From an optimization exercise on the open Yosys and OpenROAD flow, aimed at small area; shortcuts taken in it are not production practice. RTL that was checked went through simulation tests only; none was proved equivalent to the original. Function not checked in run 2: the RTL went through the layout flow alone.

## flow/design.v (module list and top-level ports; edited modules follow where they fit)
// module mc6809i: 2235 lines
module mc6809i
#(
    parameter ILLEGAL_INSTRUCTIONS="GHOST"
)
(
    input   [7:0]  D,
    output  [7:0]  DOut,
    output  [15:0] ADDR,
    output  RnW,
    input   clk,
    output  BS,
    output  BA,
    input   nIRQ,
    input   nFIRQ,
    input   nNMI,
    output  AVMA,
    output  BUSY,
    output  LIC,
    input   nHALT,
    input   nRESET,
    input   nDMABREQ
);
  // ...
==> flow/flow/run.sh <==
#!/bin/bash
set -euo pipefail
W=$(pwd)
cat > "$W/my_synth.tcl" <<EOT
proc abc {args} {
  set i [lsearch \$args -script]
  if {\$i >= 0} { lset args [expr {\$i+1}] $W/flow/abc_area2.script }
  yosys abc {*}\$args
}
source $W/synth_recipe.tcl
EOT
sed "s|SYNTH_SCRIPT=[^ ]*|SYNTH_SCRIPT=$W/my_synth.tcl|" standard.sh > my_standard.sh
grep -q "SYNTH_SCRIPT=$W/my_synth.tcl" my_standard.sh
bash my_standard.sh > flow_make.log 2>&1
==> flow/flow/abc_area2.script <==
strash
ifraig
scorr
dc2
strash
dch -f
amap
topo
==> flow/standard.sh <==
#!/bin/bash
# synth_recipe.tcl (not shown) runs the flow's synth.tcl, then flattens the netlist and writes it again
# the make line also repeats each setting of config.mk as NAME=value (left out here)
make -C /OpenROAD-flow-scripts/flow DESIGN_CONFIG=/design/flow/config.mk WORK_HOME=/design/flow/orfs CLKGATE_MAP_FILE= SYNTH_SCRIPT=/design/flow/synth_recipe.tcl "${@:-finish}"
==> flow/config.mk <==
export PLATFORM = sky130hd
export DESIGN_NAME = mc6809i
export DESIGN_NICKNAME = mc6809i
export VERILOG_FILES = /design/flow/design.v
export SDC_FILE = /design/flow/constraint.sdc
export NUM_CORES = 4
export LEC_CHECK = 0
export ABC_AREA = 1
export CAP_MARGIN = 20
export CORE_MARGIN = 2
export CORE_UTILIZATION = 30
export PLACE_DENSITY = 0.45
export SLEW_MARGIN = 20
==> flow/constraint.sdc <==
create_clock -name core_clock -period 24.0 [get_ports {clk}]
set_input_delay 4.8000 -clock core_clock [delete_from_list [all_inputs] [get_ports {clk}]]
set_output_delay 4.8000 -clock core_clock [all_outputs]
set_load 0.01 [all_outputs]
==> impl_metrics.json, run 1 <==
{
  "cp-endpoint": "NMILatched",
  "cts_tree": "done",
  "drc": 0,
  "synthMuxAreaShare_pct": 0,
  "wl_per_cell_um": 38.10,
  "dominant_cells": "multi-input combinational cells",
  "slew_viol_final": 0,
  "ioPinCount": 45,
  "grt_overflow": 0,
  "use_met1_pct": 56.28,
  "routed.top_layer": "met5",
  "core_sq_um": 53710,
  "viasPerCell": 7.005,
  "grt_pass1_wl_um": 162800,
  "place_congestion": 1.094,
  "cpMostUsedCell": "fa_1",
  "post_dp_cell_area_sq_um": 18440,
  "slew_headroom_pct": 11.22,
  "gr-usage-met2_pct": 60.03,
  "cp-end-kind": "register",
  "holdWs_ns": 0.3329,
  "cts_root_buffer": "clkbuf_16",
  "startpoint": "D[7]",
  "hold_path.class": "register to register",
  "outcome": "timing/DRC/antenna clean",
  "cp_slowest_cell": "a221oi_1",
  "route.met3.wl_um": 14390,
  "path_clk_slew_ns": 0.08,
  "clock_path_buffers": 2,
  "yosys.area.top_type_share_pct": 28.07,
  "layout.nets": 2460,
  "sh_seq_area_pct": 26.12,
  "clock_sinks": 173,
  "multi_input_area_share_pct": 52.75,
  "clock.fmax_mhz": 53.14,
  "clk_share_pct": 3.265,
  "fin_cells": 3116
}
==> inputs of run 2 (changes only) <==
--- a/flow/design.v
+++ b/flow/design.v
@@ -31,17 +31,16 @@
 reg     [7:0]   dp;
 reg     [7:0]   cc;
 reg     [15:0]  ea;
 reg     [7:0]   Inst1;
 reg     [7:0]   Inst2;       
 reg             InstPage2;
 reg             InstPage3;
 reg     [5:0]   st;          
-reg     [1:0]   ns;          
 reg     [2:0]   ity;         
 reg             fhi;         
 reg     rnRESET;
 reg     NMILatched;
 reg     NMISample2;
 reg     NMIMask;
 reg     IRQSample2;
 reg     IRQLatched;
@@ -727,76 +726,76 @@
 localparam IV_FIRQ = 3'b011;
 localparam IV_SWI2 = 3'b010;
 localparam NS_FETCH = 2'd0;
 localparam NS_IRQ   = 2'd1;
 localparam NS_CWAI  = 2'd2;
 localparam S_RESET        = 6'd0;
 localparam S_RESET0       = 6'd1;
 localparam S_RESET2       = 6'd2;
-localparam S_FETCH_I1     = 6'd3;
-localparam S_FETCH_I1V2   = 6'd4;
-localparam S_FETCH_I2     = 6'd5;
-localparam S_LBRA_OFFLO   = 6'd6;
-localparam S_LBRA_DC      = 6'd7;
-localparam S_LBRA_DC2     = 6'd8;
-localparam S_BRA_DC       = 6'd9;
-localparam S_BSR_DC1      = 6'd10;
-localparam S_JSR_DC       = 6'd11;
-localparam S_RET_LO       = 6'd12;
-localparam S_RET_HI       = 6'd13;
-localparam S_EXG1         = 6'd14;
-localparam S_EXG2         = 6'd15;
-localparam S_TFR1         = 6'd16;
-localparam S_TFR2         = 6'd17;
-localparam S_TFR3         = 6'd18;
-localparam S_DONE         = 6'd19;
-localparam S_RTS_HI       = 6'd20;
-localparam S_RTS_LO       = 6'd21;
-localparam S_IMM16_LO     = 6'd22;
-localparam S_JMPCHK       = 6'd23;
-localparam S_ALU_EA       = 6'd24;
-localparam S_ALU_DC       = 6'd25;
-localparam S_ALU_WB       = 6'd26;
-localparam S_LD16_LO      = 6'd27;
-localparam S_ST16_LO      = 6'd28;
-localparam S_ALU16_LO     = 6'd29;
-localparam S_EXT_ADDRLO   = 6'd30;
-localparam S_INDEXED_BASE = 6'd31;
-localparam S_IDXCHK       = 6'd32;
-localparam S_IDX16_LO     = 6'd33;
-localparam S_OFF16_DC1    = 6'd34;
-localparam S_OFF16_DC0    = 6'd35;
-localparam S_OFF16_DC2    = 6'd36;
-localparam S_PC16OFF_DC   = 6'd37;
-localparam S_DOFF_DC1     = 6'd38;
-localparam S_DOFF_DC2     = 6'd39;
-localparam S_EXTIND_LO    = 6'd40;
-localparam S_EXTIND_DC    = 6'd41;
-localparam S_INDIRECT_HI  = 6'd42;
-localparam S_INDIRECT_LO  = 6'd43;
-localparam S_MUL          = 6'd44;
-localparam S_PP_DC1       = 6'd45;
-localparam S_PP_DC2       = 6'd46;
-localparam S_PSH_DC3      = 6'd47;
-localparam S_PSH          = 6'd48;
-localparam S_PUL          = 6'd49;
-localparam S_INT_START    = 6'd50;
-localparam S_IRQ_DC       = 6'd51;
-localparam S_IRQ_DC2      = 6'd52;
-localparam S_VEC_HI       = 6'd53;
-localparam S_VEC_LO       = 6'd54;
-localparam S_CC_DC        = 6'd55;
-localparam S_CWAI         = 6'd56;
-localparam S_CWAI_POST    = 6'd57;
-localparam S_SYNC         = 6'd58;
-localparam S_SYNC_EXIT    = 6'd59;
-localparam S_DMABREQ      = 6'd60;
-localparam S_BUSEXIT      = 6'd61;
-localparam S_HALTED       = 6'd62;
+localparam S_FETCH_I1     = 6'd32;
+localparam S_FETCH_I1V2   = 6'd33;
+localparam S_FETCH_I2     = 6'd34;
+localparam S_LBRA_OFFLO   = 6'd35;
+localparam S_LBRA_DC      = 6'd3;
+localparam S_LBRA_DC2     = 6'd4;
+localparam S_BRA_DC       = 6'd5;
+localparam S_BSR_DC1      = 6'd55;
+localparam S_JSR_DC       = 6'd6;
+localparam S_RET_LO       = 6'd56;
+localparam S_RET_HI       = 6'd57;
+localparam S_EXG1         = 6'd7;
+localparam S_EXG2         = 6'd8;
+localparam S_TFR1         = 6'd9;
+localparam S_TFR2         = 6'd10;
+localparam S_TFR3         = 6'd11;
+localparam S_DONE         = 6'd12;
+localparam S_RTS_HI       = 6'd58;
+localparam S_RTS_LO       = 6'd59;
+localparam S_IMM16_LO     = 6'd36;
+localparam S_JMPCHK       = 6'd13;
+localparam S_ALU_EA       = 6'd48;
+localparam S_ALU_DC       = 6'd14;
+localparam S_ALU_WB       = 6'd49;
+localparam S_LD16_LO      = 6'd50;
+localparam S_ST16_LO      = 6'd51;
+localparam S_ALU16_LO     = 6'd52;
+localparam S_EXT_ADDRLO   = 6'd37;
+localparam S_INDEXED_BASE = 6'd38;
+localparam S_IDXCHK       = 6'd15;
+localparam S_IDX16_LO     = 6'd39;
+localparam S_OFF16_DC1    = 6'd40;
+localparam S_OFF16_DC0    = 6'd16;
+localparam S_OFF16_DC2    = 6'd17;
+localparam S_PC16OFF_DC   = 6'd18;
+localparam S_DOFF_DC1     = 6'd46;
+localparam S_DOFF_DC2     = 6'd47;
+localparam S_EXTIND_LO    = 6'd41;
+localparam S_EXTIND_DC    = 6'd42;
+localparam S_INDIRECT_HI  = 6'd53;
+localparam S_INDIRECT_LO  = 6'd54;
+localparam S_MUL          = 6'd19;
+localparam S_PP_DC1       = 6'd20;
+localparam S_PP_DC2       = 6'd21;
+localparam S_PSH_DC3      = 6'd60;
+localparam S_PSH          = 6'd61;
+localparam S_PUL          = 6'd62;
+localparam S_INT_START    = 6'd43;
+localparam S_IRQ_DC       = 6'd22;
+localparam S_IRQ_DC2      = 6'd23;
+localparam S_VEC_HI       = 6'd24;
+localparam S_VEC_LO       = 6'd25;
+localparam S_CC_DC        = 6'd44;
+localparam S_CWAI         = 6'd45;
+localparam S_CWAI_POST    = 6'd26;
+localparam S_SYNC         = 6'd27;
+localparam S_SYNC_EXIT    = 6'd28;
+localparam S_DMABREQ      = 6'd29;
+localparam S_BUSEXIT      = 6'd30;
+localparam S_HALTED       = 6'd31;
 wire [7:0] MappedInstruction = MapInstruction(D);
 wire    [3:0]  IndexedMode;
 wire    IndexedIndirect;
 wire    [2:0]  IndexedRegister;
 assign  {IndexedIndirect, IndexedMode, IndexedRegister}    =  IndexDecode(Inst2);
 wire    IsStore8;
 wire    Store8RegisterNum;
 assign  {IsStore8, Store8RegisterNum}  =  IsST8(Inst1);
@@ -860,17 +859,17 @@
 reg  [2:0]  i2op;
 reg         i2mask;
 reg  [7:0]  i2mask_v;
 reg         i1_we;
 reg         fl_we;
 reg  [3:0]  fl_v;
 reg         fhi_tog;
 reg  [5:0]  st_n;
-reg  [1:0]  ns_n;
+reg         i1_int;
 reg  [2:0]  ity_n;
 reg  [2:0]  pshbit;
 reg  [2:0]  pulbit;
 always @(*)
 begin
     casez (Inst2)
         8'b1???????: pshbit = 3'd7;
         8'b01??????: pshbit = 3'd6;
@@ -915,18 +914,18 @@
 wire [3:0] exD2 = D[3:0];
 wire       exDs = (exD1 == RC_S) ^ (exD2 == RC_S);
 wire [3:0] exDq = (exD1 == RC_S) ? exD2 : exD1;
 wire [3:0] exI1 = Inst2[7:4];
 wire [3:0] exI2 = Inst2[3:0];
 wire       exIs = (exI1 == RC_S) ^ (exI2 == RC_S);
 wire [3:0] exIq = (exI1 == RC_S) ? exI2 : exI1;
 wire ity_hw   = (ity == IV_NMI) | (ity == IV_IRQ) | (ity == IV_FIRQ);
-wire fu   = (ns == NS_FETCH) & Inst1[1] & ~Inst1[3];      
-wire flic = (ns == NS_IRQ) & ity_hw;                      
+wire fu   = Inst1[1] & ~Inst1[3];                         
+wire flic = Inst1[3] & Inst1[0] & ity_hw;                 
 wire frti = Inst1[3];                                     
 always @(*)
 begin
     ao = AO_XI; vidx = 3'b111; vlo = 1'b1;
     xisel = XI_K; xd = XD_P1;
     rnw = 1'b1; dhi = 1'b0;
     bs = 1'b0; ba = 1'b0; avma = 1'b1; busy = 1'b0; lic = 1'b0;
     rb = RB_ZERO; xdsel = 1'b0; iy = 1'b0; cin = 1'b0;
@@ -936,17 +935,17 @@
     pc_inc = 1'b0; s_xo = 1'b0; u_xo = 1'b0;
     ea_hi_we = 1'b0; ea_lo_we = 1'b0; ea_src = ES_R;
     fop = F_NONE; f_sub = 1'b0;
     set_e = 1'b0; clr_e = 1'b0; set_f = 1'b0; set_i = 1'b0;
     rst_regs = 1'b0; a_clr = 1'b0;
     i2op = I2_HOLD; i2mask = 1'b0; i2mask_v = Inst2;
     i1_we = 1'b0;
     fl_we = 1'b0; fl_v = 4'b0000; fhi_tog = 1'b0;
-    st_n = st; ns_n = ns; ity_n = ity;
+    st_n = st; ity_n = ity; i1_int = 1'b0;
     case (st)
     S_RESET:
     begin
         rst_regs = 1'b1;
         st_n = S_RESET0;
     end
     S_RESET0:
     begin
@@ -968,39 +967,39 @@
     begin
         ao = AO_XI; xisel = XI_PC;
         i1_we = 1'b1;
         rb = {1'b0, RC_S};                   
         ea_hi_we = 1'b1; ea_lo_we = 1'b1;
         if (~DMABREQLatched)
         begin
             avma = 1'b0;
-            i2op = I2_0F;
+            i2op = I2_FF;
             bs = 1'b1; ba = 1'b1; lic = 1'b1;
             st_n = S_DMABREQ;
         end
         else if (~HALTLatched)
         begin
             avma = 1'b0;
             bs = 1'b1; ba = 1'b1; lic = 1'b1;
             st_n = S_HALTED;
         end
         else if (~NMILatched)
         begin
-            ity_n = IV_NMI;
+            ity_n = IV_NMI; i1_int = 1'b1;
             st_n = S_INT_START;
         end
         else if (~FIRQLatched & ~cc[CC_F_BIT])
         begin
-            ity_n = IV_FIRQ;
+            ity_n = IV_FIRQ; i1_int = 1'b1;
             st_n = S_INT_START;
         end
         else if (~IRQLatched & ~cc[CC_I_BIT])
         begin
-            ity_n = IV_IRQ;
+            ity_n = IV_IRQ; i1_int = 1'b1;
             st_n = S_INT_START;
         end
         else
         begin
             pc_inc = 1'b1;
             if ((MappedInstruction == 8'h10) | (MappedInstruction == 8'h11))
                 st_n = S_FETCH_I1V2;
             else
@@ -1070,27 +1069,26 @@
                     ysel = Y_SB; wp = RC_D; fop = F_LD16;
                     lic = 1'b1;
                 end
                 5'b1_1101:                           
                 begin
                     rb = {1'b0, RC_D};               
                     ea_hi_we = 1'b1; ea_lo_we = 1'b1;
                     a_clr = 1'b1;
-                    i2op = I2_0F;
+                    i2op = I2_FF;
                     avma = 1'b0;
                     st_n = S_MUL;
                 end
                 5'b1_1001:                           
                     st_n = S_RTS_HI;
                 5'b1_1011:                           
                 begin
-                    i2op = I2_01;
+                    i2op = I2_FF;              
                     fl_we = 1'b1;
-                    ns_n = NS_FETCH;
                     st_n = S_PUL;
                 end
                 5'b1_1111:                           
                 begin
                     ity_n = InstPage2 ? IV_SWI2 : IV_SWI;
                     st_n = S_INT_START;
                 end
                 5'b1_1100:                           
@@ -1111,17 +1109,16 @@
         end
         TYPE_IMMEDIATE:
         begin
             if (~Inst1[7])               
             begin
                 if (Inst1[5])            
                 begin
                     fl_we = 1'b1;
-                    ns_n = NS_FETCH;
                     avma = 1'b0;
                     st_n = S_PP_DC1;
                 end
                 else if (~Inst1[2] | ~Inst1[1])      
                 begin
                     rb = {1'b0, RC_CC}; rsel = RS_L;
                     aop = Inst1[1] ? ALUOP_OR : ALUOP_AND;
                     wp = RC_CC;
@@ -1716,25 +1713,25 @@
             s_xo = ~fu; u_xo = fu;
             rnw = 1'b0;
             rb = {1'b0, stkcode(pshbit, fu)};
             dhi = psh16 & fhi;
             fhi_tog = psh16;
         end
         if (psh_next == 8'h00)
         begin
-            if (ns == NS_FETCH)
+            if (~Inst1[3])
             begin
                 lic = 1'b1;
                 st_n = S_FETCH_I1;
             end
             else
             begin
                 avma = 1'b0;
-                st_n = (ns == NS_IRQ) ? S_IRQ_DC2 : S_CWAI_POST;
+                st_n = Inst1[0] ? S_IRQ_DC2 : S_CWAI_POST;
             end
         end
     end
     S_PUL:
     begin
         ao = AO_XI; xisel = fu ? XI_U : XI_S; xd = XD_P1;
         if (Inst2 != 8'h00)
         begin
@@ -1760,17 +1757,16 @@
         end
     end
     S_INT_START:
     begin
         ao = AO_XI; xisel = XI_PC;
         avma = (ity != IV_NMI);
         i2op = (ity == IV_FIRQ) ? I2_81 : I2_FF;
         fl_we = 1'b1; fl_v = {2'b00, ity_hw, 1'b0};
-        ns_n = NS_IRQ;
         if (ity == IV_FIRQ)
             clr_e = 1'b1;
         else
             set_e = 1'b1;
         st_n = S_IRQ_DC;
     end
     S_IRQ_DC:
     begin
@@ -1806,17 +1802,16 @@
         lic = 1'b1;
         st_n = S_FETCH_I1;
     end
     S_CWAI:
     begin
         ao = AO_XI; xisel = XI_PC;
         i2op = I2_FF;
         fl_we = 1'b1; fl_v = 4'b0000;
-        ns_n = NS_CWAI;
         avma = 1'b0;
         st_n = S_IRQ_DC;
     end
     S_CWAI_POST:
     begin
         avma = 1'b0;
         if (~NMILatched)
         begin
@@ -2149,17 +2144,16 @@
     FIRQLatched <= FIRQSample2;
     HALTSample2 <= nHALT;
     HALTLatched <= HALTSample2;
     DMABREQSample2 <= nDMABREQ;
     DMABREQLatched <= DMABREQSample2;
     if (rnRESET == 1)
     begin
         st <= st_n;
-        ns <= ns_n;
         ity <= ity_n;
         if (s_change)
             NMIMask <= 1'b0;
         s <= s_d;
         cc <= cc_f;
         if (rst_regs | a_clr)
             a <= 8'h00;
         else if (wp_d & whi)
@@ -2190,17 +2184,17 @@
         else if (pc_inc)
             pc <= XO;
         if (ea_hi_we)
             ea[15:8] <= (ea_src == ES_XO) ? XO[15:8] : (ea_src == ES_X16) ? X16[15:8] : R[15:8];
         if (ea_lo_we)
             ea[7:0]  <= (ea_src == ES_XO) ? XO[7:0]  : (ea_src == ES_X16) ? X16[7:0]  : R[7:0];
         if (i1_we)
         begin
-            Inst1 <= MappedInstruction;
+            Inst1 <= i1_int ? 8'h3F : MappedInstruction;      
             if (st == S_FETCH_I1)
             begin
                 InstPage2 <= (MappedInstruction == 8'h10);
                 InstPage3 <= (MappedInstruction == 8'h11);
             end
             else
             begin
                 if ((MappedInstruction == 8'h10) & ~InstPage3)
@@ -2212,18 +2206,16 @@
         if (i2mask)
             Inst2 <= i2mask_v;
         else
             case (i2op)
                 I2_D:   Inst2 <= D;
                 I2_R:   Inst2 <= R[7:0];
                 I2_FF:  Inst2 <= 8'hFF;
                 I2_81:  Inst2 <= 8'h81;
-                I2_01:  Inst2 <= 8'h01;
-                I2_0F:  Inst2 <= 8'h0F;
                 I2_DEC: Inst2[3:0] <= Inst2[3:0] - 4'h1;
                 default: begin end
             endcase
         if (fl_we)
             fhi <= 1'b0;
         else if (fhi_tog)
             fhi <= ~fhi;
     end
==> flow/flow/abc_area2.script (replaced) <==
strash
ifraig
dc2
drw
drf
dc2
dch -f
amap
strash
dc2
drw
dch -f
amap
strash
dc2
dch -f
amap
topo
==> flow/config.mk (replaced) <==
export PLATFORM = sky130hd
export DESIGN_NAME = mc6809i
export DESIGN_NICKNAME = mc6809i
export VERILOG_FILES = /design/flow/design.v
export SDC_FILE = /design/flow/constraint.sdc
export NUM_CORES = 4
export LEC_CHECK = 0
export ABC_AREA = 1
export CAP_MARGIN = 20
export CORE_MARGIN = 2
export CORE_UTILIZATION = 40
export CTS_BUF_LIST = sky130_fd_sc_hd__clkbuf_8
export GPL_TIMING_DRIVEN = 0
export PLACE_DENSITY = 0.55
export SLEW_MARGIN = 20
==> run 2 against run 1 <==
Net effect: worst hold slack improved by 0.017 ns; die area fell by 27%; critical path type is now register to register; global-route usage up 3.0 points.
==> impl_metrics.json, run 2 <==
{
  "yosys_warnings": 1,
  "final_cell_mix": "nor2_1 (456), clkinv_1 (324), edfxtp_1 (150), o21ai_0 (143), nand2_1 (130)",
  "startpoint_type": "register",
  "drt_first_pass_iters": 9,
  "synth_area_sq_um": 15830,
  "rsz0062_at_grt": "false",
  "finalWorstSetupSlack_ns": 3.466,
  "ioPinCount": 45,
  "core_sq_um": 38830,
  "cpMostUsedCell": "fa_1",
  "grt_pass1_vias": 18530,
  "crit_family": "adder cells",
  "outcome": "timing/DRC/antenna clean",
  "tightest_slew_ns": 1.356,
  "postCtsResizedCells": 0,
  "cp_slowest_cell": "a31oi_1",
  "layout.nets": 2326,
  "fin_worst_skew_ns": 0.02439,
  "cp.arrival_ns": 21.04,
  "drc": 0,
  "criticalPathCategory": "register to register",
  "clkLatencyLatePin_ns": 0.59,
  "place_ws_ns": 3.185,
  "grt_max_degree": 26,
  "synthDistinctLibCells": 54,
  "syn-instance-count": 2177,
  "antenna_found_initial": 1,
  "cts_made_buffers": 17,
  "viasPerCell": 7.323,
  "synthesis.nets": 2231,
  "io_buffers": 44,
  "clock_sinks": 171,
  "yosys.area.top_type_share_pct": 28.45,
  "drt_iter0_drc": 3960,
  "grt_overflow": 0,
  "slew_headroom_pct": 8.622,
  "synth_edf_count": 150,
  "crit_path_max_incr_delay_ns": 0.83,
  "grt_pass1_wl_um": 132100,
  "clock_path_buffers": 2,
  "initial_utilization_pct": 40.77,
  "final_common_cell": "nor2_1",
  "required_ns": 24.51,
  "setup_viol": 0,
  "fin_crit_sh_pct": 85.56,
  "grtUsageTotal_pct": 44.53,
  "drive_gt1_share_pct": 4.289,
  "hold_viol_final": 0,
  "cp_max_fo": 15,
  "syn_to_final_growth_pct": 12.07,
  "num_rows": 72,
  "synth_top_area_cell": "edfxtp_1",
  "cts_tree": "done",
  "path_clk_slew_ns": 0.12,
  "max_cap_violations": 0,
  "antenna_left": 0,
  "die-width_um": 202.9,
  "avgSynthCellArea_sq_um": 7.272,
  "hpwl_um": 74450,
  "synth_area_leaders": "edfxtp_1 (28%), nor2_1 (11%), clkinv_1 (7.7%)",
  "synth_common_cells": "nor2_1 (468), clkinv_1 (325), edfxtp_1 (150)",
  "cts_root_buffer": "clkbuf_8",
  "tns_ns": 0,
  "die_y_um": 202.9,
  "cp_num_buf_inv": 12,
  "synthFlopType": "edfxtp_1",
  "slew_viol_final": 0,
  "place_congestion": 1.060,
  "wl_per_cell_um": 33.39,
  "vias": 20540,
  "cts_setup_buffers": 0,
  "totalWireLength_um": 93650,
  "clock.fmax_mhz": 48.70,
  "hold_path.class": "register to register",
  "finalCriticalPeriod_ns": 20.53,
  "async_flop_share_pct": 0,
  "htreeDepth": 4,
  "cp-end-kind": "register",
  "ys_seq_area_share_pct": 31.11,
  "hold_buffers": 0,
  "ys_ff_latch": 171,
  "dieArea_sq_um": 41190,
  "synth.most_common_cell": "nor2_1"
}
run 2: path summary, 6_finish.rpt:
| check | from | endpoint | slack, ns | cells past startpoint |
|---|---|---|---|---|
| worst max register to register | Inst1[0] | NMILatched | 3.47 | 57 |
| worst min register to register | IRQSample2 | IRQLatched | 0.35 | 0 |
| worst min-delay path | IRQSample2 | IRQLatched | 0.35 | 0 |
| worst max-delay path | Inst1[0] | NMILatched | 3.47 | 57 |
run 2: layer usage:
| metal | track usage, % | vias up | share of wire (%) |
|---|---|---|---|
| met5 | 0 | - | 0.020 |
| met4 | 21.74 | 2 | 5.5 |
| met3 | 16.13 | 349 | 16 |
| met2 | 61.15 | 1869 | 39 |
| met1 | 61.27 | 9785 | 39 |
| li1 | - | 8535 | - |
run 2: cells by family (layout without fill, tap and decap cells):
logic type | count (synthesis) | after routing | synth area share (%)
compound gates | 761 | 761 | 32.89
buf+inv | 325 | 433 | 7.706
fa+ha+maj | 39 | 39 | 3.841
flops | 171 | 171 | 31.11
other cells | 0 | 2 | 0
simple gates | 881 | 881 | 24.45
run 2: per-stage QoR:
step	utilization [%]	area, sq um	hold slack (ns)	std cells
after detailed placement	44.51	17280	0.3197	2767
after global routing	45.68	17740	0.3561	2803
after floorplan	-	15830	0.3096	2177
after CTS	45.56	17690	0.3517	2799
final	45.69	17740	0.3495	2805
after global placement	43.58	16920	0.3169	2739
run 2: area by class of cell:
class	instances	area, sq um
timing repair buffer	76	681.9
fill	4064	21090
clock buffer	17	234.0
inverter	325	1221
sequential	171	4926
antenna	2	5.005
clock inverter	15	175.2
multi-input combinational	1681	9851
tap	518	648.1

## afterwards: timing with drivers on the ports
How much do the figures lean on ideal ports? The routed layouts below were timed once more, with nothing changed but the port constraints.
Step 1, drivers: a clkbuf_16 drives clk and a buf_2 each remaining input, both assumed.
Step 2, shift: input delay + t, output delay - t, t = (earliest + latest rising clock arrival at the registers) / 2. This alone moves slack from input paths to output paths.
Three values: no drivers, after step 1, after step 2; two values: the first two.
run | shift t [ns] | setup slack, ns | worst setup path at the end | worst register clock-pin slew, ns | pins driven straight from the clock port
run 1 | 0.568 | 5.181 / 5.223 / 4.655 | input to register | 0.09 / 0.09 | 1
run 2 | 0.634 | 3.466 / 3.466 / 3.372 | input to register | 0.12 / 0.12 | 1
After both steps every run listed still meets setup and hold. For run 1, which loses most, drivers alone change the setup slack by +0.042 ns; drivers and shift together by -0.526 ns.
